Context: an optimization exercise on an open-source flow, tuned for small area and a short achievable clock period. The choices shown serve that exercise and are no tape-out recipe.
Where RTL was checked, it was by simulation tests only, not by an equivalence proof against the original.
For runs 1 and 2, only the layout was checked, not whether the RTL still works.
No activity file was given, so power comes from the tool's default toggle rates.

### design/flow/run.sh
#!/bin/bash
# synth_recipe.tcl (not shown) runs the flow's synth.tcl, then flattens the netlist and writes it again
# the make line also repeats each setting of config.mk as NAME=value (left out here)
make -C /OpenROAD-flow-scripts/flow DESIGN_CONFIG=/design/flow/config.mk WORK_HOME=/design/flow/orfs CLKGATE_MAP_FILE= SYNTH_SCRIPT=/design/flow/synth_recipe.tcl finish
### design/flow/design.v
module mul8(input [7:0] a, input [7:0] b, output [15:0] p);
  wire pp0_0 = a[0] & b[0];
  wire pp0_1 = a[1] & b[0];
  wire pp0_2 = a[2] & b[0];
  wire pp0_3 = a[3] & b[0];
  wire pp0_4 = a[4] & b[0];
  wire pp0_5 = a[5] & b[0];
  wire pp0_6 = a[6] & b[0];
  wire pp0_7 = a[7] & b[0];
  wire pp1_0 = a[0] & b[1];
  wire pp1_1 = a[1] & b[1];
  wire pp1_2 = a[2] & b[1];
  wire pp1_3 = a[3] & b[1];
  wire pp1_4 = a[4] & b[1];
  wire pp1_5 = a[5] & b[1];
  wire pp1_6 = a[6] & b[1];
  wire pp1_7 = a[7] & b[1];
  wire pp2_0 = a[0] & b[2];
  wire pp2_1 = a[1] & b[2];
  wire pp2_2 = a[2] & b[2];
  wire pp2_3 = a[3] & b[2];
  wire pp2_4 = a[4] & b[2];
  wire pp2_5 = a[5] & b[2];
  wire pp2_6 = a[6] & b[2];
  wire pp2_7 = a[7] & b[2];
  wire pp3_0 = a[0] & b[3];
  wire pp3_1 = a[1] & b[3];
  wire pp3_2 = a[2] & b[3];
  wire pp3_3 = a[3] & b[3];
  wire pp3_4 = a[4] & b[3];
  wire pp3_5 = a[5] & b[3];
  wire pp3_6 = a[6] & b[3];
  wire pp3_7 = a[7] & b[3];
  wire pp4_0 = a[0] & b[4];
  wire pp4_1 = a[1] & b[4];
  wire pp4_2 = a[2] & b[4];
  wire pp4_3 = a[3] & b[4];
  wire pp4_4 = a[4] & b[4];
  wire pp4_5 = a[5] & b[4];
  wire pp4_6 = a[6] & b[4];
  wire pp4_7 = a[7] & b[4];
  wire pp5_0 = a[0] & b[5];
  wire pp5_1 = a[1] & b[5];
  wire pp5_2 = a[2] & b[5];
  wire pp5_3 = a[3] & b[5];
  wire pp5_4 = a[4] & b[5];
  wire pp5_5 = a[5] & b[5];
  wire pp5_6 = a[6] & b[5];
  wire pp5_7 = a[7] & b[5];
  wire pp6_0 = a[0] & b[6];
  wire pp6_1 = a[1] & b[6];
  wire pp6_2 = a[2] & b[6];
  wire pp6_3 = a[3] & b[6];
  wire pp6_4 = a[4] & b[6];
  wire pp6_5 = a[5] & b[6];
  wire pp6_6 = a[6] & b[6];
  wire pp6_7 = a[7] & b[6];
  wire pp7_0 = a[0] & b[7];
  wire pp7_1 = a[1] & b[7];
  wire pp7_2 = a[2] & b[7];
  wire pp7_3 = a[3] & b[7];
  wire pp7_4 = a[4] & b[7];
  wire pp7_5 = a[5] & b[7];
  wire pp7_6 = a[6] & b[7];
  wire pp7_7 = a[7] & b[7];
  wire t1 = pp0_1 ^ pp1_0;
  wire t2 = pp0_1 & pp1_0;
  wire t3 = pp0_2 ^ pp1_1 ^ pp2_0;
  wire t4 = (pp0_2 & pp1_1) | (pp0_2 & pp2_0) | (pp1_1 & pp2_0);
  wire t5 = t2 ^ t3;
  wire t6 = t2 & t3;
  wire t7 = pp0_3 ^ pp1_2 ^ pp2_1;
  wire t8 = (pp0_3 & pp1_2) | (pp0_3 & pp2_1) | (pp1_2 & pp2_1);
  wire t9 = pp3_0 ^ t4 ^ t7;
  wire t10 = (pp3_0 & t4) | (pp3_0 & t7) | (t4 & t7);
  wire t11 = t6 ^ t9;
  wire t12 = t6 & t9;
  wire t13 = pp0_4 ^ pp1_3 ^ pp2_2;
  wire t14 = (pp0_4 & pp1_3) | (pp0_4 & pp2_2) | (pp1_3 & pp2_2);
  wire t15 = pp3_1 ^ pp4_0 ^ t8;
  wire t16 = (pp3_1 & pp4_0) | (pp3_1 & t8) | (pp4_0 & t8);
  wire t17 = t13 ^ t10 ^ t15;
  wire t18 = (t13 & t10) | (t13 & t15) | (t10 & t15);
  wire t19 = t12 ^ t17;
  wire t20 = t12 & t17;
  wire t21 = pp0_5 ^ pp1_4 ^ pp2_3;
  wire t22 = (pp0_5 & pp1_4) | (pp0_5 & pp2_3) | (pp1_4 & pp2_3);
  wire t23 = pp3_2 ^ pp4_1 ^ pp5_0;
  wire t24 = (pp3_2 & pp4_1) | (pp3_2 & pp5_0) | (pp4_1 & pp5_0);
  wire t25 = t14 ^ t21 ^ t23;
  wire t26 = (t14 & t21) | (t14 & t23) | (t21 & t23);
  wire t27 = t16 ^ t25 ^ t18;
  wire t28 = (t16 & t25) | (t16 & t18) | (t25 & t18);
  wire t29 = t20 ^ t27;
  wire t30 = t20 & t27;
  wire t31 = pp0_6 ^ pp1_5 ^ pp2_4;
  wire t32 = (pp0_6 & pp1_5) | (pp0_6 & pp2_4) | (pp1_5 & pp2_4);
  wire t33 = pp3_3 ^ pp4_2 ^ pp5_1;
  wire t34 = (pp3_3 & pp4_2) | (pp3_3 & pp5_1) | (pp4_2 & pp5_1);
  wire t35 = pp6_0 ^ t22 ^ t24;
  wire t36 = (pp6_0 & t22) | (pp6_0 & t24) | (t22 & t24);
  wire t37 = t31 ^ t33 ^ t26;
  wire t38 = (t31 & t33) | (t31 & t26) | (t33 & t26);
  wire t39 = t35 ^ t37 ^ t28;
  wire t40 = (t35 & t37) | (t35 & t28) | (t37 & t28);
  wire t41 = t30 ^ t39;
  wire t42 = t30 & t39;
  wire t43 = pp0_7 ^ pp1_6 ^ pp2_5;
  wire t44 = (pp0_7 & pp1_6) | (pp0_7 & pp2_5) | (pp1_6 & pp2_5);
  wire t45 = pp3_4 ^ pp4_3 ^ pp5_2;
  wire t46 = (pp3_4 & pp4_3) | (pp3_4 & pp5_2) | (pp4_3 & pp5_2);
  wire t47 = pp6_1 ^ pp7_0 ^ t32;
  wire t48 = (pp6_1 & pp7_0) | (pp6_1 & t32) | (pp7_0 & t32);
  wire t49 = t34 ^ t43 ^ t45;
  wire t50 = (t34 & t43) | (t34 & t45) | (t43 & t45);
  wire t51 = t36 ^ t47 ^ t49;
  wire t52 = (t36 & t47) | (t36 & t49) | (t47 & t49);
  wire t53 = t38 ^ t51 ^ t40;
  wire t54 = (t38 & t51) | (t38 & t40) | (t51 & t40);
  wire t55 = t42 ^ t53;
  wire t56 = t42 & t53;
  wire t57 = pp1_7 ^ pp2_6 ^ pp3_5;
  wire t58 = (pp1_7 & pp2_6) | (pp1_7 & pp3_5) | (pp2_6 & pp3_5);
  wire t59 = pp4_4 ^ pp5_3 ^ pp6_2;
  wire t60 = (pp4_4 & pp5_3) | (pp4_4 & pp6_2) | (pp5_3 & pp6_2);
  wire t61 = pp7_1 ^ t44 ^ t46;
  wire t62 = (pp7_1 & t44) | (pp7_1 & t46) | (t44 & t46);
  wire t63 = t57 ^ t59 ^ t48;
  wire t64 = (t57 & t59) | (t57 & t48) | (t59 & t48);
  wire t65 = t50 ^ t61 ^ t63;
  wire t66 = (t50 & t61) | (t50 & t63) | (t61 & t63);
  wire t67 = t52 ^ t65 ^ t54;
  wire t68 = (t52 & t65) | (t52 & t54) | (t65 & t54);
  wire t69 = t56 ^ t67;
  wire t70 = t56 & t67;
  wire t71 = pp2_7 ^ pp3_6 ^ pp4_5;
  wire t72 = (pp2_7 & pp3_6) | (pp2_7 & pp4_5) | (pp3_6 & pp4_5);
  wire t73 = pp5_4 ^ pp6_3 ^ pp7_2;
  wire t74 = (pp5_4 & pp6_3) | (pp5_4 & pp7_2) | (pp6_3 & pp7_2);
  wire t75 = t58 ^ t60 ^ t71;
  wire t76 = (t58 & t60) | (t58 & t71) | (t60 & t71);
  wire t77 = t73 ^ t62 ^ t75;
  wire t78 = (t73 & t62) | (t73 & t75) | (t62 & t75);
  wire t79 = t64 ^ t77 ^ t66;
  wire t80 = (t64 & t77) | (t64 & t66) | (t77 & t66);
  wire t81 = t79 ^ t68 ^ t70;
  wire t82 = (t79 & t68) | (t79 & t70) | (t68 & t70);
  wire t83 = pp3_7 ^ pp4_6 ^ pp5_5;
  wire t84 = (pp3_7 & pp4_6) | (pp3_7 & pp5_5) | (pp4_6 & pp5_5);
  wire t85 = pp6_4 ^ pp7_3 ^ t72;
  wire t86 = (pp6_4 & pp7_3) | (pp6_4 & t72) | (pp7_3 & t72);
  wire t87 = t74 ^ t83 ^ t76;
  wire t88 = (t74 & t83) | (t74 & t76) | (t83 & t76);
  wire t89 = t85 ^ t78 ^ t87;
  wire t90 = (t85 & t78) | (t85 & t87) | (t78 & t87);
  wire t91 = t89 ^ t80 ^ t82;
  wire t92 = (t89 & t80) | (t89 & t82) | (t80 & t82);
  wire t93 = pp4_7 ^ pp5_6 ^ pp6_5;
  wire t94 = (pp4_7 & pp5_6) | (pp4_7 & pp6_5) | (pp5_6 & pp6_5);
  wire t95 = pp7_4 ^ t84 ^ t93;
  wire t96 = (pp7_4 & t84) | (pp7_4 & t93) | (t84 & t93);
  wire t97 = t86 ^ t95 ^ t88;
  wire t98 = (t86 & t95) | (t86 & t88) | (t95 & t88);
  wire t99 = t90 ^ t97 ^ t92;
  wire t100 = (t90 & t97) | (t90 & t92) | (t97 & t92);
  wire t101 = pp5_7 ^ pp6_6 ^ pp7_5;
  wire t102 = (pp5_7 & pp6_6) | (pp5_7 & pp7_5) | (pp6_6 & pp7_5);
  wire t103 = t94 ^ t101 ^ t96;
  wire t104 = (t94 & t101) | (t94 & t96) | (t101 & t96);
  wire t105 = t103 ^ t98 ^ t100;
  wire t106 = (t103 & t98) | (t103 & t100) | (t98 & t100);
  wire t107 = pp6_7 ^ pp7_6 ^ t102;
  wire t108 = (pp6_7 & pp7_6) | (pp6_7 & t102) | (pp7_6 & t102);
  wire t109 = t107 ^ t104 ^ t106;
  wire t110 = (t107 & t104) | (t107 & t106) | (t104 & t106);
  wire t111 = pp7_7 ^ t108 ^ t110;
  wire t112 = (pp7_7 & t108) | (pp7_7 & t110) | (t108 & t110);
  assign p[0] = pp0_0;
  assign p[1] = t1;
  assign p[2] = t5;
  assign p[3] = t11;
  assign p[4] = t19;
  assign p[5] = t29;
  assign p[6] = t41;
  assign p[7] = t55;
  assign p[8] = t69;
  assign p[9] = t81;
  assign p[10] = t91;
  assign p[11] = t99;
  assign p[12] = t105;
  assign p[13] = t109;
  assign p[14] = t111;
  assign p[15] = t112;
endmodule
module div8(input [7:0] a, input [7:0] b, output [7:0] q);
  wire bz = ~|b;
  wire [7:0] qq;
  assign q = qq & {8{~bz}};
  wire [9:0] b3 = {2'b00, b} + {1'b0, b, 1'b0};
  wire [1:0] r1 = a[7:6];
  wire [2:0] s11 = {1'b0, r1} - {1'b0, b[1:0]};
  wire g11 = ~s11[2] & (b < 8'd4);
  wire [2:0] s12 = {1'b0, r1} - {1'b0, {b[0:0], 1'b0}};
  wire g12 = ~s12[2] & (b < 8'd2);
  wire [2:0] s13 = {1'b0, r1} - {1'b0, b3[1:0]};
  wire g13 = ~s13[2] & (b <= 8'd1);
  assign qq[7] = g12;
  assign qq[6] = g13 | (g11 & ~g12);
  wire [1:0] m1 = g13 ? s13[1:0] : g12 ? s12[1:0] : g11 ? s11[1:0] : r1;
  wire [3:0] r2 = {m1, a[5:4]};
  wire [4:0] s21 = {1'b0, r2} - {1'b0, b[3:0]};
  wire g21 = ~s21[4] & (b < 8'd16);
  wire [4:0] s22 = {1'b0, r2} - {1'b0, {b[2:0], 1'b0}};
  wire g22 = ~s22[4] & (b < 8'd8);
  wire [4:0] s23 = {1'b0, r2} - {1'b0, b3[3:0]};
  wire g23 = ~s23[4] & (b <= 8'd5);
  assign qq[5] = g22;
  assign qq[4] = g23 | (g21 & ~g22);
  wire [3:0] m2 = g23 ? s23[3:0] : g22 ? s22[3:0] : g21 ? s21[3:0] : r2;
  wire [5:0] r3 = {m2, a[3:2]};
  wire [6:0] s31 = {1'b0, r3} - {1'b0, b[5:0]};
  wire g31 = ~s31[6] & (b < 8'd64);
  wire [6:0] s32 = {1'b0, r3} - {1'b0, {b[4:0], 1'b0}};
  wire g32 = ~s32[6] & (b < 8'd32);
  wire [6:0] s33 = {1'b0, r3} - {1'b0, b3[5:0]};
  wire g33 = ~s33[6] & (b <= 8'd21);
  assign qq[3] = g32;
  assign qq[2] = g33 | (g31 & ~g32);
  wire [5:0] m3 = g33 ? s33[5:0] : g32 ? s32[5:0] : g31 ? s31[5:0] : r3;
  wire [7:0] r4 = {m3, a[1:0]};
  wire [8:0] s41 = {1'b0, r4} - {1'b0, b[7:0]};
  wire g41 = ~s41[8] & 1'b1;
  wire [8:0] s42 = {1'b0, r4} - {1'b0, {b[6:0], 1'b0}};
  wire g42 = ~s42[8] & (b < 8'd128);
  wire [8:0] s43 = {1'b0, r4} - {1'b0, b3[7:0]};
  wire g43 = ~s43[8] & (b <= 8'd85);
  assign qq[1] = g42;
  assign qq[0] = g43 | (g41 & ~g42);
endmodule
module alu(
    input [7:0] a_in, b_in,       
    input [3:0] command_in,       
    input oe,                     
    output [15:0] d_out           
    );
    wire [7:0] a = a_in;
    wire [7:0] b = b_in;
    wire [3:0] c = command_in;
    wire sub = c[0];
    wire [7:0] bb = b ^ {8{sub}};
    wire [8:0] cy;
    wire [7:0] s;
    assign cy[0] = sub;
    genvar i;
    generate
        for (i = 0; i < 8; i = i + 1) begin : g_add
            assign s[i] = a[i] ^ bb[i] ^ cy[i];
            assign cy[i+1] = (a[i] & bb[i]) | (a[i] & cy[i]) | (bb[i] & cy[i]);
        end
    endgenerate
    wire [15:0] r_addsub = sub ? {{8{~cy[8]}}, s} : {7'd0, cy[8], s};
    wire [15:0] r_mul;
    mul8 u_mul(.a(a), .b(b), .p(r_mul));
    wire [7:0] r_div;
    div8 u_div(.a(a), .b(b), .q(r_div));
    wire [7:0] x  = a ^ b;
    wire [7:0] an = a & b;
    wire [7:0] o  = a | b;
    wire eq = ~|x;
    reg [15:0] y;
    always @(*) begin
        case (c)
            4'd0, 4'd1: y = r_addsub;
            4'd2:  y = r_mul;
            4'd3:  y = {8'd0, r_div};
            4'd4:  y = {7'd0, a, 1'b0};
            4'd5:  y = {9'd0, a[7:1]};
            4'd6:  y = {8'd0, a[6:0], a[7]};
            4'd7:  y = {8'd0, a[0], a[7:1]};
            4'd8:  y = {8'd0, an};
            4'd9:  y = {8'd0, o};
            4'd10: y = {8'd0, x};
            4'd11: y = {8'hFF, ~o};
            4'd12: y = {8'hFF, ~an};
            4'd13: y = {8'hFF, ~x};
            4'd14: y = {15'd0, eq};
            default: y = {15'd0, ~eq};
        endcase
    end
    assign d_out = oe ? y : 16'd0;
endmodule
module alu_top(
    input clk,
    input [7:0] a_in, b_in,
    input [3:0] command_in,
    input oe,
    output reg [15:0] d_out
    );
    reg [7:0] a_q, b_q;
    reg [3:0] cmd_q;
    reg       oe_q;
    wire [15:0] y;
    always @(posedge clk) begin
        a_q   <= a_in;
        b_q   <= b_in;
        cmd_q <= command_in;
        oe_q  <= oe;
        d_out <= y;
    end
    alu u_alu(.a_in(a_q), .b_in(b_q), .command_in(cmd_q), .oe(oe_q), .d_out(y));
endmodule
### design/flow/config.mk
export PLATFORM = sky130hd
export DESIGN_NAME = alu_top
export DESIGN_NICKNAME = alu_top
export VERILOG_FILES = /design/flow/design.v
export SDC_FILE = /design/flow/constraint.sdc
export NUM_CORES = 4
export LEC_CHECK = 0
export CAP_MARGIN = 20
export CORE_MARGIN = 2
export CORE_UTILIZATION = 60
export SLEW_MARGIN = 20
### design/flow/constraint.sdc
create_clock -name core_clock -period 30.0 [get_ports {clk}]
set_input_delay 6.0000 -clock core_clock [delete_from_list [all_inputs] [get_ports {clk}]]
set_output_delay 6.0000 -clock core_clock [all_outputs]
set_load 0.01 [all_outputs]
==> results of run 1 <==
## per-layer routing
layer	up-vias	part of all wire [%]
met2	308	43
li1	2481	-
met5	-	0
met3	42	11
met4	0	3.7
met1	2573	42
## final timing paths
check                                  to  cells past startpoint  slack [ns]
worst max-delay path             d_out[0]                     26       21.79
worst min register to register  d_out[14]                      2        0.77
worst max register to register   d_out[0]                     26       21.79
worst min-delay path            d_out[14]                      2        0.77
## metrics by stage
stage	setup slack, ns	instance area, um2	utilization [%]
6_report	21.79	6630	67.8
5_1_grt	21.26	6630	67.8
4_1_cts	21.94	6630	67.8
3_5_place_dp	21.98	6540	66.9
3_3_place_gp	22.24	6540	66.9
2_1_floorplan	23.39	6050	-
## flip-flops by register name, summed over array words and instances, names as in the netlist
signal / count
cmd_q: 4
a_q: 8
oe_q: 1
b_q: 8
d_out: 16
## area by class of cell
cell class	count	area share [%]
inverters	77	4.36
repair buffers	43	6.27
multi-input cells	563	74.3
flip-flops and latches	37	11.2
clock inverters	3	0.321
clock buffers	5	1.04
well taps	133	2.51
## worst max-delay path: stages, from the launching register on
cell and delay, ns:
dfxtp_1 0.83, inv_1 0.55, ha_1 0.52, inv_1 0.13, fa_1 0.39, o21ai_1 0.14, o22ai_1 0.15, mux2i_1 0.51
ha_1 0.30, nor2_1 0.05, a21oi_1 0.34, a22oi_1 0.16, o221ai_1 0.28, o21ai_0 0.28, ha_1 0.38, o21a_1 0.12
o31a_1 0.12, o31ai_1 0.52, and2_1 0.26, o221ai_1 0.15, a31oi_1 0.39, ha_1 0.32, a21o_1 0.17, a221oi_1 0.28
o2bb2ai_1 0.13, or4_1 0.52, o311ai_1 0.09
## power groups by stage
stage / Sequential [mW] / Combinational, mW / Clock, mW
final: 0.0580 / 0.152 / 0.0374
after global routing: 0.0584 / 0.172 / 0.0404
after CTS: 0.0578 / 0.150 / 0.0388
after detailed placement: 0.0589 / 0.150 / 0
after global placement: 0.0588 / 0.146 / 0
after floorplan: 0.0580 / 0.106 / 0
## cells in the final DEF, fill, tap and decap left out, types with 9 or more instances in the layout
| cell type | instances |
|---|---|
| a21oi_1 | 39 |
| a22oi_1 | 10 |
| clkdlybuf4s50_1 | 37 |
| dfxtp_1 | 37 |
| fa_1 | 64 |
| ha_1 | 97 |
| inv_1 | 77 |
| nand2_1 | 53 |
| nand3_1 | 9 |
| nor2_1 | 76 |
| nor2b_1 | 15 |
| nor3_1 | 9 |
| o21ai_0 | 21 |
| o22ai_1 | 10 |
| xnor2_1 | 14 |
| xor2_1 | 17 |
## cell families (layout without fill, tap and decap cells)
family | after synthesis | in the layout | synth area share, %
AND/OR/NAND/NOR | 192 | 192 | 14.5
AO/OA/AOI/OAI | 171 | 171 | 19.8
adder cells (fa/ha/maj) | 161 | 161 | 41.2
buffers and inverters | 98 | 128 | 6.33
flip-flops | 37 | 37 | 12.2
XOR/XNOR | 31 | 31 | 4.49
multiplexers | 8 | 8 | 1.39
==> reports/metrics.yaml, run 1 <==
final_antenna_net_count: 0
viasPerCell: 6.28
rsz0062_at_grt: "false"
cts_hold_buffers: 0
required_ns: 30.25
grt_use_met2_pct: 50.6
antenna_cells: 0
async_flop_share_pct: 0
grt_pass1_wl_um: 28100
max_freq_mhz: 122
core-area_um2: 9770
boundaryPins: 38
dp_hpwl_um: 13600
drv_slew: 0
use_met1_pct: 45.0
vdd_drop_max_v: 0.0000406
fin_cells: 861
endpoint_kind: "flip-flop"
grt.overflow.total: 0
synth_fp_nets: 881
worstSetupPathType: "reg -> reg"
swShare_pct: 45.7
setup_violations: 0
routabilityCongestion: 0.997
antenna_found_initial: 0
status: "timing/DRC/antenna clean"
clk_latency_ns: 0.33
internal_power_uw: 134
multi_input_area_um2: 4930
yosys_register_bits: 37
register_area_um2: 741
hold_class: "reg -> reg"
routed_wl_um: 17500
area_growth_pct: 9.62
die_w_um: 104
worst_slew_pin_slew_ns: 0.789
syn_inst: 698
hp-start: "oe_q"
dp_cells: 853
drcViolationCount: 0
pwr-share-seq_pct: 23.4
whs_ns: 0.773
die_h_um: 104
ys_warn_count: 2
synth_cell_types: 66
dieArea_um2: 10900
clock_skew_ns: 0.0127
grt_util_met3_pct: 10.2
cts-resized-gates: 0
yosysTopAreaCell: "fa_1"
period_share_pct: 27.4
arrival_ns: 8.46
clock_path_buffers: 2
track_usage_pct: 33.7
cts.clk_slew.worst_paths_ns: 0.08
post_cts_buffers: 0
synth_edf_count: 0
synthFlopType: "dfxtp_1"
cts_buffers: 5
timing.setup.tns_ns: 0
cts-root-buf: "clkbuf_8"
fin_crit_ns: 8.21
initial_core_util_pct: 61.9
start_kind: "flip-flop"
hold_violations: 0
synthTopCellsByCount: "ha_1, inv_1, nor2_1, fa_1, nand2_1"
power_density_nw_per_um2: 37.3
top_usage_layer: "met2"
cts.sinks: 37
comb_power_share_pct: 61.5
synth.area.top_cells: "fa_1, ha_1, dfxtp_1"
nets: 910
crit_fanout: 15
yosysMostFrequentCell: "ha_1"
grt_max_degree: 40
switchingPower_uw: 113
power_leakage_nw: 2.98
netlist.area_leader.share_pct: 21.2
synth.yosys.seq_area_share_pct: 12.2
portBuffers: 37
wl_per_cell_um: 20.3
slew_headroom_pct: 47.4
clkPwrFrac_pct: 15.1
syn_area_um2: 6050
postSynthAreaPerCell_um2: 8.67
dr_total_vias: 5404
htreeDepth: 2
drt_iter0_markers: 599
max_cap_violations: 0
fillers: 802
power_uw: 248
drt_pass1_iterations: 5
r2r-start: "b_q[1]"
cp-startpoint: "b_q[1]"
tritoncts: "built"
grt_pass1_vias: 5342
rows: 36
drive_above_1_share_pct: 3.57
==> run 2: changes to the inputs <==
--- a/design/flow/design.v
+++ b/design/flow/design.v
@@ -131,50 +131,39 @@
   wire t66 = (t50 & t61) | (t50 & t63) | (t61 & t63);
   wire t67 = t52 ^ t65 ^ t54;
   wire t68 = (t52 & t65) | (t52 & t54) | (t65 & t54);
-  wire t69 = t56 ^ t67;
-  wire t70 = t56 & t67;
-  wire t71 = pp2_7 ^ pp3_6 ^ pp4_5;
-  wire t72 = (pp2_7 & pp3_6) | (pp2_7 & pp4_5) | (pp3_6 & pp4_5);
-  wire t73 = pp5_4 ^ pp6_3 ^ pp7_2;
-  wire t74 = (pp5_4 & pp6_3) | (pp5_4 & pp7_2) | (pp6_3 & pp7_2);
-  wire t75 = t58 ^ t60 ^ t71;
-  wire t76 = (t58 & t60) | (t58 & t71) | (t60 & t71);
-  wire t77 = t73 ^ t62 ^ t75;
-  wire t78 = (t73 & t62) | (t73 & t75) | (t62 & t75);
-  wire t79 = t64 ^ t77 ^ t66;
-  wire t80 = (t64 & t77) | (t64 & t66) | (t77 & t66);
-  wire t81 = t79 ^ t68 ^ t70;
-  wire t82 = (t79 & t68) | (t79 & t70) | (t68 & t70);
-  wire t83 = pp3_7 ^ pp4_6 ^ pp5_5;
-  wire t84 = (pp3_7 & pp4_6) | (pp3_7 & pp5_5) | (pp4_6 & pp5_5);
-  wire t85 = pp6_4 ^ pp7_3 ^ t72;
-  wire t86 = (pp6_4 & pp7_3) | (pp6_4 & t72) | (pp7_3 & t72);
-  wire t87 = t74 ^ t83 ^ t76;
-  wire t88 = (t74 & t83) | (t74 & t76) | (t83 & t76);
-  wire t89 = t85 ^ t78 ^ t87;
-  wire t90 = (t85 & t78) | (t85 & t87) | (t78 & t87);
-  wire t91 = t89 ^ t80 ^ t82;
-  wire t92 = (t89 & t80) | (t89 & t82) | (t80 & t82);
-  wire t93 = pp4_7 ^ pp5_6 ^ pp6_5;
-  wire t94 = (pp4_7 & pp5_6) | (pp4_7 & pp6_5) | (pp5_6 & pp6_5);
-  wire t95 = pp7_4 ^ t84 ^ t93;
-  wire t96 = (pp7_4 & t84) | (pp7_4 & t93) | (t84 & t93);
-  wire t97 = t86 ^ t95 ^ t88;
-  wire t98 = (t86 & t95) | (t86 & t88) | (t95 & t88);
-  wire t99 = t90 ^ t97 ^ t92;
-  wire t100 = (t90 & t97) | (t90 & t92) | (t97 & t92);
-  wire t101 = pp5_7 ^ pp6_6 ^ pp7_5;
-  wire t102 = (pp5_7 & pp6_6) | (pp5_7 & pp7_5) | (pp6_6 & pp7_5);
-  wire t103 = t94 ^ t101 ^ t96;
-  wire t104 = (t94 & t101) | (t94 & t96) | (t101 & t96);
-  wire t105 = t103 ^ t98 ^ t100;
-  wire t106 = (t103 & t98) | (t103 & t100) | (t98 & t100);
-  wire t107 = pp6_7 ^ pp7_6 ^ t102;
-  wire t108 = (pp6_7 & pp7_6) | (pp6_7 & t102) | (pp7_6 & t102);
-  wire t109 = t107 ^ t104 ^ t106;
-  wire t110 = (t107 & t104) | (t107 & t106) | (t104 & t106);
-  wire t111 = pp7_7 ^ t108 ^ t110;
-  wire t112 = (pp7_7 & t108) | (pp7_7 & t110) | (t108 & t110);
+  wire t69 = pp2_7 ^ pp3_6 ^ pp4_5;
+  wire t70 = (pp2_7 & pp3_6) | (pp2_7 & pp4_5) | (pp3_6 & pp4_5);
+  wire t71 = pp5_4 ^ pp6_3 ^ pp7_2;
+  wire t72 = (pp5_4 & pp6_3) | (pp5_4 & pp7_2) | (pp6_3 & pp7_2);
+  wire t73 = t58 ^ t60 ^ t69;
+  wire t74 = (t58 & t60) | (t58 & t69) | (t60 & t69);
+  wire t75 = t71 ^ t62 ^ t73;
+  wire t76 = (t71 & t62) | (t71 & t73) | (t62 & t73);
+  wire t77 = t64 ^ t75 ^ t66;
+  wire t78 = (t64 & t75) | (t64 & t66) | (t75 & t66);
+  wire t79 = pp3_7 ^ pp4_6 ^ pp5_5;
+  wire t80 = (pp3_7 & pp4_6) | (pp3_7 & pp5_5) | (pp4_6 & pp5_5);
+  wire t81 = pp6_4 ^ pp7_3 ^ t70;
+  wire t82 = (pp6_4 & pp7_3) | (pp6_4 & t70) | (pp7_3 & t70);
+  wire t83 = t72 ^ t79 ^ t74;
+  wire t84 = (t72 & t79) | (t72 & t74) | (t79 & t74);
+  wire t85 = t81 ^ t76 ^ t83;
+  wire t86 = (t81 & t76) | (t81 & t83) | (t76 & t83);
+  wire t87 = pp4_7 ^ pp5_6 ^ pp6_5;
+  wire t88 = (pp4_7 & pp5_6) | (pp4_7 & pp6_5) | (pp5_6 & pp6_5);
+  wire t89 = pp7_4 ^ t80 ^ t87;
+  wire t90 = (pp7_4 & t80) | (pp7_4 & t87) | (t80 & t87);
+  wire t91 = t82 ^ t89 ^ t84;
+  wire t92 = (t82 & t89) | (t82 & t84) | (t89 & t84);
+  wire t93 = pp5_7 ^ pp6_6 ^ pp7_5;
+  wire t94 = (pp5_7 & pp6_6) | (pp5_7 & pp7_5) | (pp6_6 & pp7_5);
+  wire t95 = t88 ^ t93 ^ t90;
+  wire t96 = (t88 & t93) | (t88 & t90) | (t93 & t90);
+  wire t97 = pp6_7 ^ pp7_6 ^ t94;
+  wire t98 = (pp6_7 & pp7_6) | (pp6_7 & t94) | (pp7_6 & t94);
+  wire [7:0] rx = {1'b0, pp7_7, t97, t95, t86, t85, t77, t56};
+  wire [7:0] ry = {1'b0, t98, t96, t92, t91, t78, t68, t67};
+  assign p[15:8] = rx + ry;
   assign p[0] = pp0_0;
   assign p[1] = t1;
   assign p[2] = t5;
@@ -183,46 +172,52 @@
   assign p[5] = t29;
   assign p[6] = t41;
   assign p[7] = t55;
-  assign p[8] = t69;
-  assign p[9] = t81;
-  assign p[10] = t91;
-  assign p[11] = t99;
-  assign p[12] = t105;
-  assign p[13] = t109;
-  assign p[14] = t111;
-  assign p[15] = t112;
 endmodule
-module div8(input [7:0] a, input [7:0] b, output [7:0] q);
+module div8_s1(input [1:0] a, input [7:0] b, output [1:0] m);
+  wire [1:0] r1 = a;
+  wire [1:0] t3 = {b[0], b[0]};
+  wire [2:0] s11 = {1'b0, r1} - {1'b0, b[1:0]};
+  wire g11 = ~s11[2] & (b < 8'd4);
+  wire [2:0] s12 = {1'b0, r1} - {1'b0, {b[0:0], 1'b0}};
+  wire g12 = ~s12[2] & (b < 8'd2);
+  wire [2:0] s13 = {1'b0, r1} - {1'b0, t3};
+  wire g13 = ~s13[2] & (b <= 8'd1);
+  assign m = g13 ? s13[1:0] : g12 ? s12[1:0] : g11 ? s11[1:0] : r1;
+endmodule
+module div8(input [7:0] a, input [7:0] b, input [1:0] m1, output [7:0] q);
   wire bz = ~|b;
   wire [7:0] qq;
   assign q = qq & {8{~bz}};
-  wire [9:0] b3 = {2'b00, b} + {1'b0, b, 1'b0};
-  wire [1:0] r1 = a[7:6];
-  wire [2:0] s11 = {1'b0, r1} - {1'b0, b[1:0]};
+  wire [1:0] t3_1 = {b[0], b[0]};
+  wire [2:0] s11 = {1'b0, a[7:6]} - {1'b0, b[1:0]};
   wire g11 = ~s11[2] & (b < 8'd4);
-  wire [2:0] s12 = {1'b0, r1} - {1'b0, {b[0:0], 1'b0}};
+  wire [2:0] s12 = {1'b0, a[7:6]} - {1'b0, {b[0:0], 1'b0}};
   wire g12 = ~s12[2] & (b < 8'd2);
-  wire [2:0] s13 = {1'b0, r1} - {1'b0, b3[1:0]};
+  wire [2:0] s13 = {1'b0, a[7:6]} - {1'b0, t3_1};
   wire g13 = ~s13[2] & (b <= 8'd1);
   assign qq[7] = g12;
   assign qq[6] = g13 | (g11 & ~g12);
-  wire [1:0] m1 = g13 ? s13[1:0] : g12 ? s12[1:0] : g11 ? s11[1:0] : r1;
+  wire [9:0] b3 = {2'b00, b} + {1'b0, b, 1'b0};
   wire [3:0] r2 = {m1, a[5:4]};
+  wire [4:0] t3_2_w = {2'd0, b[2:0]} + {1'd0, b[2:0], 1'b0};
+  wire [3:0] t3_2 = t3_2_w[3:0];
   wire [4:0] s21 = {1'b0, r2} - {1'b0, b[3:0]};
   wire g21 = ~s21[4] & (b < 8'd16);
   wire [4:0] s22 = {1'b0, r2} - {1'b0, {b[2:0], 1'b0}};
   wire g22 = ~s22[4] & (b < 8'd8);
-  wire [4:0] s23 = {1'b0, r2} - {1'b0, b3[3:0]};
+  wire [4:0] s23 = {1'b0, r2} - {1'b0, t3_2};
   wire g23 = ~s23[4] & (b <= 8'd5);
   assign qq[5] = g22;
   assign qq[4] = g23 | (g21 & ~g22);
   wire [3:0] m2 = g23 ? s23[3:0] : g22 ? s22[3:0] : g21 ? s21[3:0] : r2;
   wire [5:0] r3 = {m2, a[3:2]};
+  wire [6:0] t3_3_w = {2'd0, b[4:0]} + {1'd0, b[4:0], 1'b0};
+  wire [5:0] t3_3 = t3_3_w[5:0];
   wire [6:0] s31 = {1'b0, r3} - {1'b0, b[5:0]};
   wire g31 = ~s31[6] & (b < 8'd64);
   wire [6:0] s32 = {1'b0, r3} - {1'b0, {b[4:0], 1'b0}};
   wire g32 = ~s32[6] & (b < 8'd32);
-  wire [6:0] s33 = {1'b0, r3} - {1'b0, b3[5:0]};
+  wire [6:0] s33 = {1'b0, r3} - {1'b0, t3_3};
   wire g33 = ~s33[6] & (b <= 8'd21);
   assign qq[3] = g32;
   assign qq[2] = g33 | (g31 & ~g32);
@@ -241,6 +236,7 @@
     input [7:0] a_in, b_in,       
     input [3:0] command_in,       
     input oe,                     
+    input [1:0] div_m1,           
     output [15:0] d_out           
     );
     wire [7:0] a = a_in;
@@ -262,7 +258,7 @@
     wire [15:0] r_mul;
     mul8 u_mul(.a(a), .b(b), .p(r_mul));
     wire [7:0] r_div;
-    div8 u_div(.a(a), .b(b), .q(r_div));
+    div8 u_div(.a(a), .b(b), .m1(div_m1), .q(r_div));
     wire [7:0] x  = a ^ b;
     wire [7:0] an = a & b;
     wire [7:0] o  = a | b;
@@ -299,13 +295,17 @@
     reg [7:0] a_q, b_q;
     reg [3:0] cmd_q;
     reg       oe_q;
+    reg [1:0] m1_q;
+    wire [1:0] m1;
     wire [15:0] y;
+    div8_s1 u_s1(.a(a_in[7:6]), .b(b_in), .m(m1));
     always @(posedge clk) begin
         a_q   <= a_in;
         b_q   <= b_in;
         cmd_q <= command_in;
         oe_q  <= oe;
+        m1_q  <= m1;
         d_out <= y;
     end
-    alu u_alu(.a_in(a_q), .b_in(b_q), .command_in(cmd_q), .oe(oe_q), .d_out(y));
+    alu u_alu(.a_in(a_q), .b_in(b_q), .command_in(cmd_q), .oe(oe_q), .div_m1(m1_q), .d_out(y));
 endmodule
==> run 2 against run 1 <==
Sequential share of layout area up 0.38 points. Flip-flop and latch count up 2. Still clean on timing, DRC and antenna. Setup slack better by 0.61 ns. Cell area up 1.9%. Maximum frequency up 8.0%. Critical path depth down 18. Largest power group unchanged.
==> reports/metrics.yaml, run 2 <==
synth_cell_types: 62
synth.yosys.seq_area_share_pct: 12.7
arrival_ns: 7.82
post_cts_buffers: 0
cts-resized-gates: 0
synthFlopType: "dfxtp_1"
yosysMostFrequentCell: "ha_1"
timing.setup.tns_ns: 0
vdd_drop_max_v: 0.0000212
grt_max_degree: 42
dp_hpwl_um: 13400
worstSetupPathType: "in -> reg"
drcViolationCount: 0
whs_path_depth: 3
antenna_cells: 0
synthTopCellsByCount: "ha_1, nor2_1, inv_1, nand2_1, fa_1"
synth.area.top_cells: "ha_1, fa_1, dfxtp_1"
drt_pass1_iterations: 4
syn_area_um2: 6160
hold_class: "reg -> reg"
die_w_um: 105
reg_top3: "d_out: 16 flops, a_q: 8 flops, b_q: 8 flops"
nets: 945
cts-root-buf: "clkbuf_8"
register_area_um2: 781
hp-start: "oe_q"
max_freq_mhz: 132
die_h_um: 105
rr_worst_depth: 23
start_kind: "input port"
synth_fp_nets: 912
initial_core_util_pct: 62.5
r2r-end: "d_out[0]"
endpoint_kind: "flip-flop"
hold_violations: 0
period_share_pct: 25.3
grt_use_met2_pct: 54.4
async_flop_share_pct: 0
crit_fanout: 5
final_cell_mix: "ha_1, nor2_1, inv_1"
cts.sinks: 39
clock_path_buffers: 2
multi_input_area_um2: 4980
portBuffers: 37
pre_cts_ws_ns: 22.06
regMostFlops: "d_out"
grt.overflow.total: 0
tritoncts: "built"
syn_inst: 726
htreeDepth: 2
r2r-start: "b_q[1]"
antenna_found_initial: 0
wl_per_cell_um: 19.0
synth_edf_count: 0
fin_crit_ns: 7.60
top_usage_layer: "met2"
grt_pass1_vias: 5687
final_common_cell: "ha_1"
dr_total_vias: 5535
grt_pass1_wl_um: 28800
fillers: 827
final_util_pct: 68.5
timing.final.ws_setup_ns: 22.40
worst_slew_pin_slew_ns: 0.785
drt_iter0_markers: 371
cts.clk_slew.worst_paths_ns: 0.09
viasPerCell: 6.20
hold-path-endpoint: "d_out[0]"
routed_wl_um: 17000
dieArea_um2: 11100
rows: 36
ff2ff_setup_slack_ns: 23.00
clk_latency_ns: 0.31
drv_slew: 0
power_density_nw_per_um2: 38.4
rsz0062_at_grt: "false"
yosysTopAreaCell: "ha_1"
power_uw: 259
final_antenna_net_count: 0
ys_warn_count: 2
area_growth_pct: 9.67
setup_violations: 0
place_area_um2: 6660
required_ns: 30.22
cts_hold_buffers: 0
track_usage_pct: 32.8
cts_buffers: 5
cp-startpoint: "a_in[6]"
postSynthAreaPerCell_um2: 8.49
max_cap_violations: 0
clock_skew_ns: 0.0128
netlist.area_leader.share_pct: 21.3
routabilityCongestion: 0.935
grt_util_met3_pct: 5.88
yosys_register_bits: 39
power_leakage_nw: 3.13
drive_above_1_share_pct: 3.29
slew_headroom_pct: 47.6
use_met1_pct: 42.3
largest_reg_flops: 16
boundaryPins: 38
core-area_um2: 9860
status: "timing/DRC/antenna clean"
final_area_um2: 6760
run 2: changes by cell type after synthesis, moves of 6 or more:
cell,change
nand2_1,+8
a21oi_1,+11
nor2b_1,-6
a22oi_1,-6
xnor2_1,+8
nor2_1,+7
ha_1,+8
run 2: metrics by stage:
stage / hold slack, ns / cells
floorplan: 0.508 / 726
global placement: 0.555 / 885
detailed placement: 0.550 / 885
CTS: 0.562 / 893
global route: 0.597 / 893
finish: 0.566 / 893
run 2: layout make-up:
class | count | share of cell area (%)
Multi-Input combinational cell | 585 | 73.7
Sequential cell | 39 | 11.6
Timing Repair Buffer | 43 | 6.15
Inverter | 85 | 4.72
Tap cell | 133 | 2.46
Clock buffer | 5 | 1.02
Clock inverter | 3 | 0.370
run 2: how the worst max path moves through the flow:
stage / to / cells after the start
finish: m1_q[1] / 8
global route: m1_q[1] / 7
CTS: m1_q[1] / 8
detailed placement: m1_q[1] / 8
global placement: m1_q[1] / 8
floorplan: m1_q[1] / 7
run 2: cells by family after synthesis:
kind of cell	count (synthesis)	share of synthesized area (%)
XOR/XNOR	39	5.54
AND/OR/NAND/NOR	198	14.3
adder cells (fa/ha/maj)	164	40.5
multiplexers	9	1.48
AO/OA/AOI/OAI	175	19.0
flip-flops	39	12.7
buffers and inverters	102	6.54
run 2: per-layer routing:
layer | part of all wire [%] | up-vias
li1 | - | 2564
met1 | 42 | 2628
met2 | 46 | 288
met3 | 8.2 | 55
met4 | 4.0 | 0
met5 | 0 | -
run 2: critical path: stages:
cell and delay [ns]:
clkdlybuf4s50_1 0.49, inv_1 0.05, ha_1 0.23, fa_1 0.43, nand2b_1 0.17, a21oi_1 0.12
o21ai_0 0.09, a22o_1 0.24
run 2: where the power goes:
part / internal, mW / switching (mW)
clock network: 0.0166 / 0.0216
registers: 0.0554 / 0.00493
logic: 0.0707 / 0.0899
==> run 3: changes to the inputs <==
--- a/design/flow/design.v
+++ b/design/flow/design.v
@@ -174,15 +174,9 @@
   assign p[7] = t55;
 endmodule
 module div8_s1(input [1:0] a, input [7:0] b, output [1:0] m);
-  wire [1:0] r1 = a;
-  wire [1:0] t3 = {b[0], b[0]};
-  wire [2:0] s11 = {1'b0, r1} - {1'b0, b[1:0]};
-  wire g11 = ~s11[2] & (b < 8'd4);
-  wire [2:0] s12 = {1'b0, r1} - {1'b0, {b[0:0], 1'b0}};
-  wire g12 = ~s12[2] & (b < 8'd2);
-  wire [2:0] s13 = {1'b0, r1} - {1'b0, t3};
-  wire g13 = ~s13[2] & (b <= 8'd1);
-  assign m = g13 ? s13[1:0] : g12 ? s12[1:0] : g11 ? s11[1:0] : r1;
+  wire bsm = ~|b[7:2];
+  assign m[1] = a[1] & (~bsm | (~b[1] & ~b[0]) | (b[1] & b[0] & ~a[0]));
+  assign m[0] = a[0] & (~bsm | ~b[0] | (b[1] & ~a[1]));
 endmodule
 module div8(input [7:0] a, input [7:0] b, input [1:0] m1, output [7:0] q);
   wire bz = ~|b;
@@ -199,8 +193,7 @@
   assign qq[6] = g13 | (g11 & ~g12);
   wire [9:0] b3 = {2'b00, b} + {1'b0, b, 1'b0};
   wire [3:0] r2 = {m1, a[5:4]};
-  wire [4:0] t3_2_w = {2'd0, b[2:0]} + {1'd0, b[2:0], 1'b0};
-  wire [3:0] t3_2 = t3_2_w[3:0];
+  wire [3:0] t3_2 = {b[2] | (b[1] & b[0]), b[2] | (b[1] & ~b[0]), b[1] ^ b[0], b[0]};
   wire [4:0] s21 = {1'b0, r2} - {1'b0, b[3:0]};
   wire g21 = ~s21[4] & (b < 8'd16);
   wire [4:0] s22 = {1'b0, r2} - {1'b0, {b[2:0], 1'b0}};
@@ -211,13 +204,11 @@
   assign qq[4] = g23 | (g21 & ~g22);
   wire [3:0] m2 = g23 ? s23[3:0] : g22 ? s22[3:0] : g21 ? s21[3:0] : r2;
   wire [5:0] r3 = {m2, a[3:2]};
-  wire [6:0] t3_3_w = {2'd0, b[4:0]} + {1'd0, b[4:0], 1'b0};
-  wire [5:0] t3_3 = t3_3_w[5:0];
   wire [6:0] s31 = {1'b0, r3} - {1'b0, b[5:0]};
   wire g31 = ~s31[6] & (b < 8'd64);
   wire [6:0] s32 = {1'b0, r3} - {1'b0, {b[4:0], 1'b0}};
   wire g32 = ~s32[6] & (b < 8'd32);
-  wire [6:0] s33 = {1'b0, r3} - {1'b0, t3_3};
+  wire [6:0] s33 = {1'b0, r3} - {1'b0, b3[5:0]};
   wire g33 = ~s33[6] & (b <= 8'd21);
   assign qq[3] = g32;
   assign qq[2] = g33 | (g31 & ~g32);
==> run 3 against run 2 <==
Sequential power about the same. Highest routed layer unchanged. Utilization decreased by 1.3 points. Clock skew decreased by 0.010 ns. Synthesized area increased by 2.3%. Still clean. Critical endpoint is now d_out[10]. Via count increased by 1.4%. Critical path depth decreased by 7. Hold slack improved by 0.040 ns. Combinational power about the same.
==> reports/metrics.yaml, run 3 <==
status: "timing/DRC/antenna clean"
routabilityCongestion: 0.943
worst_slew_pin_slew_ns: 0.989
synth.yosys.seq_area_share_pct: 12.4
grt_pass1_vias: 5828
comb_power_share_pct: 59.7
pwr-share-seq_pct: 22.5
timing.final.ws_setup_ns: 22.81
cts-resized-gates: 0
viasPerCell: 6.20
dp_hpwl_um: 14200
required_ns: 24.00
grt.overflow.total: 0
cpPeakStageDelay_ns: 0.55
internal_power_uw: 152
endpoint_kind: "primary output"
cts_hold_buffers: 0
reg_top3: "d_out: 16 flops, a_q: 8 flops, b_q: 8 flops"
slowest_stage: "clkdlybuf4s50_1"
pre_cts_ws_ns: 22.73
register_area_um2: 781
track_usage_pct: 34.9
syn_inst: 736
drcViolationCount: 0
synthFlopType: "dfxtp_1"
cts.clk_slew.worst_paths_ns: 0.08
clock_skew_ns: 0.00258
setup_violations: 0
boundaryPins: 38
regMostFlops: "d_out"
final_area_um2: 6910
dr_total_vias: 5615
post_cts_buffers: 0
syn_area_um2: 6300
yosysMostFrequentCell: "ha_1"
clock_path_buffers: 2
period_share_pct: 24.0
power_leakage_nw: 3.12
drv_slew: 0
nets: 948
cts.sinks: 39
grt_pass1_wl_um: 30500
hold_class: "reg -> reg"
fin_crit_ns: 7.19
arrival_ns: 1.19
antenna_found_initial: 0
portBuffers: 37
wl_per_cell_um: 20.5
path_cells: "clkdlybuf4s50_1"
async_flop_share_pct: 0
die_w_um: 106
dieArea_um2: 11300
routed_wl_um: 18600
largest_reg_flops: 16
cp_top_family: "buffers and inverters"
switchingPower_uw: 116
fin_cells: 905
initial_core_util_pct: 61.3
crit_fanout: 1
synth.area.top_cells: "ha_1, fa_1, dfxtp_1"
yosys_register_bits: 39
place_area_um2: 6790
rsz0062_at_grt: "false"
slew_headroom_pct: 34.0
timing.setup.tns_ns: 0
worstSetupPathType: "reg -> out"
max_freq_mhz: 139
drt_pass1_iterations: 5
multi_input_area_um2: 5120
htreeDepth: 2
vdd_drop_max_v: 0.0000337
synth_cell_types: 75
netlist.area_leader.share_pct: 20.5
area_growth_pct: 9.69
clk_latency_ns: 0.32
cts_buffers: 5
dp_cells: 897
drt_iter0_markers: 515
synthTopCellsByCount: "ha_1, nor2_1, inv_1, fa_1, nand2_1"
final_antenna_net_count: 0
core-area_um2: 10300
yosysTopAreaCell: "ha_1"
final_common_cell: "ha_1"
power_density_nw_per_um2: 38.8
cp_num_buf_inv: 1
antenna_cells: 0
grt_max_degree: 41
fillers: 877
die_h_um: 106
cts-root-buf: "clkbuf_8"
swShare_pct: 43.3
synth_edf_count: 0
max_cap_violations: 0
start_kind: "flip-flop"
rows: 37
ys_warn_count: 2
postSynthAreaPerCell_um2: 8.56
final_cell_mix: "ha_1, nor2_1, inv_1"
synth_fp_nets: 916
tritoncts: "built"
drive_above_1_share_pct: 5.33
hold_violations: 0
clkPwrFrac_pct: 17.7
[run 3: per-stage QoR]
step | total power [mW] | utilization (%) | hold WS [ns]
after floorplan | 0.177 | - | 0.445
after global placement | 0.215 | 66.1 | 0.571
after detailed placement | 0.219 | 66.1 | 0.569
after CTS | 0.267 | 67.2 | 0.582
after global routing | 0.294 | 67.2 | 0.613
final | 0.268 | 67.2 | 0.606
[run 3: routing by layer]
layer / share of wire, % / routed length, um / GRT usage (%) / vias to the layer above
met5: 0 / 0 / 0 / -
met4: 4.4 / 811 / 15.2 / 0
met3: 7.6 / 1410 / 6.56 / 61
met2: 47 / 8660 / 56.4 / 256
met1: 41 / 7690 / 45.7 / 2678
li1: - / - / - / 2620
[run 3: power groups by stage]
stage | logic [mW] | clock network (mW) | registers (mW)
floorplan | 0.116 | 0 | 0.0611
global placement | 0.153 | 0 | 0.0615
detailed placement | 0.157 | 0 | 0.0616
CTS | 0.159 | 0.0482 | 0.0604
global route | 0.182 | 0.0508 | 0.0609
finish | 0.160 | 0.0475 | 0.0605
[run 3: area by class of cell]
cell class	count	share of cell area (%)
clock buffer	6	1.20
sequential	39	11.3
timing repair buffer	45	6.23
clock inverter	2	0.507
tap	136	2.46
multi-input combinational	600	74.1
inverter	77	4.18
[run 3: logic make-up after synthesis]
family / synth area share [%]
and+or+nand+nor: 16.4
xor gates and xnor gates: 4.73
buffers and inverters: 6.30
AOI/OAI and AO/OA: 21.0
DFF: 12.4
adders and majority gates: 37.9
muxes: 1.19
[run 3: path summary, 6_finish.rpt]
check	endpoint	from	slack (ns)	cells past startpoint
setup / recovery	d_out[10]	d_out[10]	22.81	1
hold / removal	d_out[0]	oe_q	0.61	2
setup reg to reg	d_out[0]	b_q[0]	23.57	22
hold reg to reg	d_out[0]	oe_q	0.61	2
==> run 4: changes to the inputs <==
==> design/flow/flow/run.sh (new file) <==
#!/bin/bash
# The standard layout, with plain buffers (buf_2) on the ports in place of the
# delay buffers buffer_ports picks by default.  Every tool's output goes to
# make.log here; ORFS also keeps each step's log under orfs/logs/.
set -euo pipefail
export BUFFER_PORTS_ARGS="-buffer_cell sky130_fd_sc_hd__buf_2"
bash standard.sh > make.log 2>&1
==> design/flow/standard.sh (new file) <==
#!/bin/bash
# synth_recipe.tcl (not shown) runs the flow's synth.tcl, then flattens the netlist and writes it again
# the make line also repeats each setting of config.mk as NAME=value (left out here)
make -C /OpenROAD-flow-scripts/flow DESIGN_CONFIG=/design/flow/config.mk WORK_HOME=/design/flow/orfs CLKGATE_MAP_FILE= SYNTH_SCRIPT=/design/flow/synth_recipe.tcl "${@:-finish}"
--- a/design/flow/config.mk
+++ b/design/flow/config.mk
@@ -8,4 +8,6 @@
 export CAP_MARGIN = 20
 export CORE_MARGIN = 2
 export CORE_UTILIZATION = 60
+export CTS_CLUSTER_DIAMETER = 300
+export CTS_CLUSTER_SIZE = 60
 export SLEW_MARGIN = 20
removed: design/flow/run.sh
==> run 4 against run 3 <==
Non-clock buffer count is the same. Die area is the same. Via count grew 0.73%. Setup slack gained 0.43 ns. Clock skew grew 0.012 ns. Combinational power is essentially flat. Critical path depth is the same. Maximum frequency grew 6.4%. Still clean. Clock power shrank 3%. Sequential share of layout area grew 0.32 points.
==> reports/metrics.yaml, run 4 <==
status: "timing/DRC/antenna clean"
htreeDepth: 2
antenna_cells: 0
final_antenna_net_count: 0
drv_slew: 0
ff2ff_setup_slack_ns: 23.59
drcViolationCount: 0
grt_util_met3_pct: 5.95
post_cts_buffers: 0
use_met1_pct: 44.7
fin_crit_ns: 6.75
crit_cells: 1
fin_cells: 905
synth_fp_nets: 916
drive_above_1_share_pct: 10.1
die_w_um: 106
netlist.area_leader.share_pct: 20.5
cts-resized-gates: 0
nets: 948
wl_per_cell_um: 20.5
power_density_nw_per_um2: 39.4
grt_max_degree: 41
slowest_stage: "dfxtp_1"
slew_headroom_pct: 33.3
arrival_ns: 0.75
crit_fanout: 1
cp-startpoint: "d_out[5]"
tritoncts: "built"
cp_top_family: "flip-flops"
period_share_pct: 22.5
final_common_cell: "ha_1"
clock_path_buffers: 2
portBuffers: 37
clk_latency_ns: 0.32
track_usage_pct: 34.0
routed_wl_um: 18600
power_leakage_nw: 3.14
register_area_um2: 781
yosysTopAreaCell: "ha_1"
synth.yosys.seq_area_share_pct: 12.4
grt_pass1_vias: 5720
r2r-start: "a_q[4]"
cts_buffers: 5
cts-root-buf: "clkbuf_8"
hold_class: "reg -> reg"
area_growth_pct: 6.67
rr_worst_depth: 21
path_cells: "buf_2"
cts_hold_buffers: 0
synthTopCellsByCount: "ha_1, nor2_1, inv_1, fa_1, nand2_1"
cts.clk_slew.worst_paths_ns: 0.09
reg_top3: "d_out: 16 flops, a_q: 8 flops, b_q: 8 flops"
initial_core_util_pct: 61.3
dieArea_um2: 11300
die_h_um: 106
yosysMostFrequentCell: "ha_1"
grt_use_met2_pct: 55.1
synth_edf_count: 0
antenna_found_initial: 0
postSynthAreaPerCell_um2: 8.56
required_ns: 24.00
syn_inst: 736
regMostFlops: "d_out"
dp_hpwl_um: 14300
drt_iter0_markers: 489
hold_violations: 0
synth.area.top_cells: "ha_1, fa_1, dfxtp_1"
power_uw: 264
rows: 37
start_kind: "flip-flop"
dr_total_vias: 5656
drt_pass1_iterations: 5
cpPeakStageDelay_ns: 0.31
async_flop_share_pct: 0
final_util_pct: 65.4
largest_reg_flops: 16
max_cap_violations: 0
clock_skew_ns: 0.0148
yosys_register_bits: 39
vdd_drop_max_v: 0.0000257
r2r-end: "d_out[0]"
grt_pass1_wl_um: 29500
synth_cell_types: 75
core-area_um2: 10300
timing.setup.tns_ns: 0
worstSetupPathType: "reg -> out"
cts.sinks: 39
pre_cts_ws_ns: 23.10
cp_num_buf_inv: 1
crit_end: "d_out[5]"
grt.overflow.total: 0
viasPerCell: 6.25
final_cell_mix: "ha_1, nor2_1, inv_1"
multi_input_area_um2: 5120
top_usage_layer: "met2"
fillers: 910
dp_cells: 897
syn_area_um2: 6300
routabilityCongestion: 0.972
boundaryPins: 38
timing.final.ws_setup_ns: 23.25
endpoint_kind: "primary output"
worst_slew_pin_slew_ns: 0.999
ys_warn_count: 2
setup_violations: 0
max_freq_mhz: 148
synthFlopType: "dfxtp_1"
rsz0062_at_grt: "false"
==> run 4: cells by family (layout without fill, tap and decap cells) <==
family	after synthesis	count (layout)	synth area share (%)
AO/OA/AOI/OAI	186	186	21.0
XOR/XNOR	34	34	4.73
adder cells (fa/ha/maj)	158	158	37.9
buffers and inverters	97	130	6.30
flip-flops	39	39	12.4
multiplexers	7	7	1.19
AND/OR/NAND/NOR	215	215	16.4
==> run 4: routing by layer <==
layer	share of wire, %	vias to the layer above
met1	42	2742
met3	7.4	53
li1	-	2624
met2	47	237
met5	0	-
met4	4.1	0
==> run 4: per-stage QoR <==
stage	area [um2]	hold WS, ns
after global placement	6610	0.570
after detailed placement	6610	0.572
final	6720	0.611
after floorplan	6300	0.445
after CTS	6720	0.587
after global routing	6720	0.622
==> run 4: power breakdown <==
group	total (mW)	switching, mW	internal [mW]
registers	0.0604	0.00500	0.0554
clock network	0.0463	0.0215	0.0248
logic	0.158	0.0910	0.0668
==> run 4: worst min path at each step <==
stage	to	from	cells past startpoint	slack [ns]
after floorplan	d_out[0]	oe_q	2	0.44
after global placement	d_out[0]	oe_q	2	0.57
after detailed placement	d_out[0]	oe_q	2	0.57
after CTS	d_out[0]	oe_q	2	0.59
after global routing	d_out[0]	oe_q	2	0.62
final	d_out[0]	oe_q	2	0.61
==> run 4: layout make-up <==
type / count / share of cell area, %
repair buffers: 45 / 3.65
well taps: 136 / 2.53
flip-flops and latches: 39 / 11.6
multi-input cells: 600 / 76.2
inverters: 77 / 4.30
clock buffers: 5 / 1.02
clock inverters: 3 / 0.652
==> run 5: changes to the inputs <==
--- a/design/flow/config.mk
+++ b/design/flow/config.mk
@@ -8,6 +8,4 @@
 export CAP_MARGIN = 20
 export CORE_MARGIN = 2
 export CORE_UTILIZATION = 60
-export CTS_CLUSTER_DIAMETER = 300
-export CTS_CLUSTER_SIZE = 60
 export SLEW_MARGIN = 20
==> run 5 against run 4 <==
Cell count stayed put. Setup slack stayed put. Synthesized cell count stayed put. Combinational power hardly changed. Via count stayed put. Flip-flop and latch count stayed put. Synthesized area stayed put. Wire length stayed put. Hold slack stayed put.
==> reports/metrics.yaml, run 5 <==
cp_num_buf_inv: 1
synth_edf_count: 0
boundaryPins: 38
rr_worst_depth: 21
worst_slew_pin_slew_ns: 0.999
register_area_um2: 781
period_share_pct: 22.5
rsz0062_at_grt: "false"
path_cells: "buf_2"
max_freq_mhz: 148
final_common_cell: "ha_1"
yosysTopAreaCell: "ha_1"
final_cell_mix: "ha_1, nor2_1, inv_1"
fillers: 910
grt.overflow.total: 0
syn_area_um2: 6300
antenna_found_initial: 0
clock_skew_ns: 0.0148
htreeDepth: 2
fin_crit_ns: 6.75
viasPerCell: 6.25
vdd_drop_max_v: 0.0000257
syn_inst: 736
cts_hold_buffers: 0
arrival_ns: 0.75
yosys_register_bits: 39
dp_cells: 897
synthAdderAreaFrac_pct: 37.9
multi_input_area_um2: 5120
synthFlopType: "dfxtp_1"
synth_cell_types: 75
dieArea_um2: 11300
grt_pass1_vias: 5720
reg_top3: "d_out: 16 flops, a_q: 8 flops, b_q: 8 flops"
timing.final.ws_setup_ns: 23.25
drv_slew: 0
die_h_um: 106
cts-resized-gates: 0
fin_cells: 905
hold_class: "reg -> reg"
rows: 37
drt_iter0_markers: 489
pre_cts_ws_ns: 23.10
timing.setup.tns_ns: 0
max_cap_violations: 0
synth_compound_area_share_pct: 21.0
synth-simple-area-share_pct: 16.4
nets: 948
synthTopCellsByCount: "ha_1, nor2_1, inv_1, fa_1, nand2_1"
wl_per_cell_um: 20.5
tritoncts: "built"
whs_path_depth: 2
setup_violations: 0
initial_core_util_pct: 61.3
clock_path_buffers: 2
crit_fanout: 1
portBuffers: 37
drcViolationCount: 0
die_w_um: 106
postSynthAreaPerCell_um2: 8.56
ff2ff_setup_slack_ns: 23.59
synth_fp_nets: 916
synth_top_family_by_area: "adder cells"
cp_top_family: "flip-flops"
routabilityCongestion: 0.972
yosysMostFrequentCell: "ha_1"
endpoint_kind: "primary output"
dr_total_vias: 5656
start_kind: "flip-flop"
regMostFlops: "d_out"
grt_max_degree: 41
final_util_pct: 65.4
final_antenna_net_count: 0
cts.clk_slew.worst_paths_ns: 0.09
crit_cells: 1
worstSetupPathType: "reg -> out"
cts_buffers: 5
slew_headroom_pct: 33.3
core-area_um2: 10300
ys_warn_count: 2
synth.yosys.seq_area_share_pct: 12.4
status: "timing/DRC/antenna clean"
synth.area.mux_share_pct: 1.19
routed_wl_um: 18600
hold_violations: 0
synthXorXnorAreaFrac_pct: 4.73
async_flop_share_pct: 0
drt_pass1_iterations: 5
largest_reg_flops: 16
power_leakage_nw: 3.14
power_uw: 264
power_density_nw_per_um2: 39.4
clk_latency_ns: 0.32
post_cts_buffers: 0
cts-root-buf: "clkbuf_8"
cpPeakStageDelay_ns: 0.31
cts.sinks: 39
area_growth_pct: 6.67
netlist.area_leader.share_pct: 20.5
antenna_cells: 0
required_ns: 24.00
drive_above_1_share_pct: 10.1
synth.area.top_cells: "ha_1, fa_1, dfxtp_1"
dp_hpwl_um: 14300
grt_pass1_wl_um: 29500
track_usage_pct: 34.0
slowest_stage: "dfxtp_1"
-- run 5: logic make-up (layout without fill, tap and decap cells) --
family          count (synthesis)  after routing
mux                             7              7
compound gates                186            186
simple gates                  215            215
xor+xnor                       34             34
buf+inv                        97            130
flops                          39             39
fa+ha+maj                     158            158
-- run 5: layout make-up --
class	instances	area share [%]
multi-input cells	600	76.2
repair buffers	45	3.65
clock inverters	3	0.652
inverters	77	4.30
well taps	136	2.53
flip-flops and latches	39	11.6
clock buffers	5	1.02
-- run 5: final timing paths --
check            from        to
min reg2reg      oe_q  d_out[0]
min              oe_q  d_out[0]
max reg2reg    a_q[4]  d_out[0]
max          d_out[5]  d_out[5]
-- run 5: power breakdown --
part	leakage, nW	switching [mW]	internal [mW]	total [mW]
clock	0.0581	0.0215	0.0248	0.0463
combinational	2.76	0.0910	0.0668	0.158
sequential	0.326	0.00500	0.0554	0.0604
total	3.14	0.117	0.147	0.264
-- run 5: worst reg2reg max path, delay by kind of cell (launching register included) --
family                   cells  cell delay, ns
multiplexers                 1            0.32
AO/OA/AOI/OAI               12            2.71
buffers and inverters        1            0.32
adder cells (fa/ha/maj)      4            1.48
AND/OR/NAND/NOR              3            0.89
flip-flops                   1            0.56
-- run 5: per-stage QoR --
stage | instance area, um2 | hold WS [ns]
finish | 6720 | 0.611
global route | 6720 | 0.622
CTS | 6720 | 0.587
detailed placement | 6610 | 0.572
global placement | 6610 | 0.570
floorplan | 6300 | 0.445
-- run 5: layer usage --
metal  share of wire (%)  track usage, %
met1                  42            44.7
met2                  47            55.1
met3                 7.4            5.95
met4                 4.1            14.4
met5                   0               0

## port drivers added, routing unchanged
In the flow no input, the clock included, has a driving cell. The finished layouts below were timed again as built, in two steps.
Step 1 assumes that a clkbuf_16 drives the clock port and a buf_2 every other input.
Step 2 moves the port delays by t, midway between the first and last clock arrival at a register: inputs arrive t later, outputs are due t later. That takes back most of the time a late clock gives input paths.
a / b / c = ideal / step 1 / step 2; a / b = the first two.
| run | t, ns | slack for setup (ns) | worst setup path at the end | worst register clock-pin slew, ns |
|---|---|---|---|---|
| run 1 | 0.360 | 21.787 / 21.787 / 21.787 | register to register | 0.08 / 0.08 |
| run 2 | 0.344 | 22.398 / 22.412 / 22.068 | input to register | 0.09 / 0.09 |
| run 3 | 0.356 | 22.814 / 22.776 / 22.750 | input to register | 0.08 / 0.08 |
| run 4 | 0.351 | 23.246 / 23.211 / 23.089 | input to register | 0.09 / 0.09 |
| run 5 | 0.351 | 23.246 / 23.211 / 23.089 | input to register | 0.09 / 0.09 |
After both steps every run listed still meets setup and hold. The setup slack of run 2, which loses most, moves by +0.014 ns with the drivers and by -0.330 ns with both steps.
